Background: an optimization exercise with open tools, aiming at small area. Do not read the settings as production practice. The RTL was checked by simulation tests, not by an equivalence proof against the original design. Power and IR drop assume default switching activity.

## blinkled
module blinkled
(
  input CLK,
  input RST,
  output [32-1:0] maxi_awaddr,
  output [8-1:0] maxi_awlen,
  output [3-1:0] maxi_awsize,
  output [2-1:0] maxi_awburst,
  output [1-1:0] maxi_awlock,
  output [4-1:0] maxi_awcache,
  output [3-1:0] maxi_awprot,
  output [4-1:0] maxi_awqos,
  output [2-1:0] maxi_awuser,
  output maxi_awvalid,
  input maxi_awready,
  output [32-1:0] maxi_wdata,
  output [4-1:0] maxi_wstrb,
  output maxi_wlast,
  output maxi_wvalid,
  input maxi_wready,
  input [2-1:0] maxi_bresp,
  input maxi_bvalid,
  output maxi_bready,
  output [32-1:0] maxi_araddr,
  output [8-1:0] maxi_arlen,
  output [3-1:0] maxi_arsize,
  output [2-1:0] maxi_arburst,
  output [1-1:0] maxi_arlock,
  output [4-1:0] maxi_arcache,
  output [3-1:0] maxi_arprot,
  output [4-1:0] maxi_arqos,
  output [2-1:0] maxi_aruser,
  output maxi_arvalid,
  input maxi_arready,
  input [32-1:0] maxi_rdata,
  input [2-1:0] maxi_rresp,
  input maxi_rlast,
  input maxi_rvalid,
  output maxi_rready,
  input [32-1:0] saxi_awaddr,
  input [4-1:0] saxi_awcache,
  input [3-1:0] saxi_awprot,
  input saxi_awvalid,
  output saxi_awready,
  input [32-1:0] saxi_wdata,
  input [4-1:0] saxi_wstrb,
  input saxi_wvalid,
  output saxi_wready,
  output [2-1:0] saxi_bresp,
  output saxi_bvalid,
  input saxi_bready,
  input [32-1:0] saxi_araddr,
  input [4-1:0] saxi_arcache,
  input [3-1:0] saxi_arprot,
  input saxi_arvalid,
  output saxi_arready,
  output [32-1:0] saxi_rdata,
  output [2-1:0] saxi_rresp,
  output saxi_rvalid,
  input saxi_rready
);
For scale: about 0.019 mm² of cells after synthesis.
export LEC_CHECK = 0
export CAP_MARGIN = 0
export CORE_MARGIN = 2
export CORE_UTILIZATION = 60
export SLEW_MARGIN = 0
create_clock -name core_clock -period 10.0 [get_ports {CLK}]
standard.sh (not shown) runs the stock make flow with config.mk's settings and CLKGATE_MAP_FILE= SYNTH_SCRIPT=/design/flow/synth_recipe.tcl, a recipe that flattens the netlist after the stock synthesis.
==> flow/flow/run.sh <==
#!/bin/bash
# ORFS layout through the standard.sh, with these changes:
#  - after the standard synthesis, flow/fa_polarity.py re-chooses the
#    polarity of each full-adder cell (a full adder on inverted inputs gives
#    inverted outputs) to remove inverters; registers are untouched;
#  - smaller port buffers, one tie cell per constant;
#  - a clock tree of clkbuf_4 without dummy loads.
# Each tool's output goes to a log of its own in this folder.
set -euo pipefail
ARGS=(
  'BUFFER_PORTS_ARGS=-buffer_cell sky130_fd_sc_hd__buf_1'
  'SKIP_REPAIR_TIE_FANOUT=1'
  'CTS_ARGS=-sink_clustering_enable -repair_clock_nets -dont_use_dummy_load -sink_clustering_size 10 -sink_clustering_max_diameter 40 -buf_list {sky130_fd_sc_hd__clkbuf_4}'
)
R=orfs/results/sky130hd/blinkled/base
bash standard.sh "${ARGS[@]}" synth > flow_synth.log 2>&1
cp "$R/1_2_yosys.v" flow_1_2_yosys_standard.v
python3 flow/fa_polarity.py flow_1_2_yosys_standard.v "$R/1_2_yosys.v" > flow_fa_polarity.log 2>&1
rm -f "$R/1_synth.odb" "$R/1_synth.sdc"
bash standard.sh "${ARGS[@]}" finish > flow_make.log 2>&1
Other scripts of this flow, unchanged in this note and not shown: flow/flow/fa_polarity.py
Edit:
--- a/flow/design.v
+++ b/flow/design.v
@@ -200,14 +200,14 @@
             ai <= ai + 4'd1;
           end
         end
       end
     end
   end
-  localparam Q_A = 3'd0, Q_A3 = 3'd1, Q_L = 3'd2, Q_F = 3'd3,
-             Q_B0 = 3'd4, Q_B1 = 3'd5, Q_B2 = 3'd6, Q_W = 3'd7;
+  localparam Q_A = 3'd0, Q_A3 = 3'd1, Q_L = 3'd2, Q_W = 3'd3,
+             Q_B0 = 3'd4, Q_B1 = 3'd5, Q_B2 = 3'd6;
   reg [2:0]  q;
   reg [31:0] X, acc;
   reg [2:0]  cr;
   reg [3:0]  ck;
   wire qa     = (q[2:1] == 2'b00);             
   wire slice3 = (q == Q_A3) | (q == Q_L);
@@ -224,38 +224,38 @@
   wire [31:0] xm = slice3 ? {X[31:9], 9'd0} : X;
   wire [31:0] sum;
   wire [2:0]  co;
   mac_core u_mac (.x(xm), .y(y), .acc(acc), .ci(cr), .sum(sum), .co(co));
   assign maxi_rready = qa | (q == Q_B2);
   assign maxi_wdata  = acc;
-  assign maxi_wvalid = (q == Q_W);
-  wire w_hs = (q == Q_W) & maxi_wready;
+  assign maxi_wvalid = (q == Q_W) & (cr == 3'd0);
+  wire w_hs = maxi_wvalid & maxi_wready;
   always @(posedge CLK) begin
     if (RST | start) begin
       q <= Q_A;
     end else begin
       case (q)
         Q_A, Q_A3: if (maxi_rvalid) q <= Q_B0;
                    else q <= Q_A;
         Q_B0: if (maxi_rvalid) q <= Q_B1;
         Q_B1: if (maxi_rvalid) q <= Q_B2;
         Q_B2: if (maxi_rvalid) q <= (ck == nm1) ? Q_L : Q_A3;
-        Q_L: q <= (co == 3'd0) ? Q_W : Q_F;
-        Q_F: if (co == 3'd0) q <= Q_W;
-        default: if (maxi_wready) q <= Q_A;
+        Q_L: q <= Q_W;
+        Q_W: if (w_hs) q <= Q_A;
+        default: q <= Q_A;
       endcase
     end
     if (start | w_hs) begin
       acc <= 32'd0;
       cr <= 3'd0;
       ck <= 4'd0;
-    end else if (slice3 | (bslice & maxi_rvalid) | (q == Q_F)) begin
+    end else if (~(bslice & ~maxi_rvalid)) begin
       acc <= sum;
       cr <= co;
     end
-    if (qa & maxi_rvalid) X <= maxi_rdata;
+    if (qa) X <= maxi_rdata;
     else if (bslice & maxi_rvalid) begin
       if (q == Q_B2) begin
         X <= {X[23:1], maxi_rdata[31:23]};
         ck <= ck + 4'd1;
       end else begin
         X <= {X[23:0], 8'd0};
After rerunning: The changed run completed without violations. Fmax rose by about 1%. Via count fell by about 1.2%. Clock power fell by about 3%. Core utilization fell by 0.35 points. Wire length fell by 3.1%. Setup slack gains 0.087 ns. Design area fell by about 1%. Synthesized area fell by about 0.8%. Global-route usage fell by 0.92 points. Sequential share of layout area rose by 0.44 points. Sequential power rose by about 5%. Critical path depth fell by 8. Total power rose by about 11%. Synthesized cell count fell by about 1.1%.

[what the ideal ports hide]
Ports are ideal in the flow. The routed layouts listed here were re-timed in OpenROAD.
Step 1: set_driving_cell puts a clkbuf_16 on CLK and a buf_2 on each other input, an assumption about the parent block.
Step 2 times the ports against the registers' clock, not the clock port: input delays grow and output delays shrink by t, the midpoint of the rising clock arrivals with the driver on.
Slacks: ideal / step 1 / step 2; pairs: ideal / step 1.
run | shift t [ns] | slack for setup (ns) | hold WS [ns] | worst setup path at the end | worst slew at a driven data input, ns
the first run | 0.800 | 1.062 / 1.090 / 0.290 | 0.472 / 0.472 / 0.472 | input to register | 0.08
the second run | 0.796 | 1.148 / 1.096 / 0.553 | 0.476 / 0.476 / 0.476 | input to register | 0.08
After both steps setup and hold are still met in every run listed. The setup slack of the first run, which loses most, moves by +0.028 ns with the drivers and by -0.772 ns with both steps.
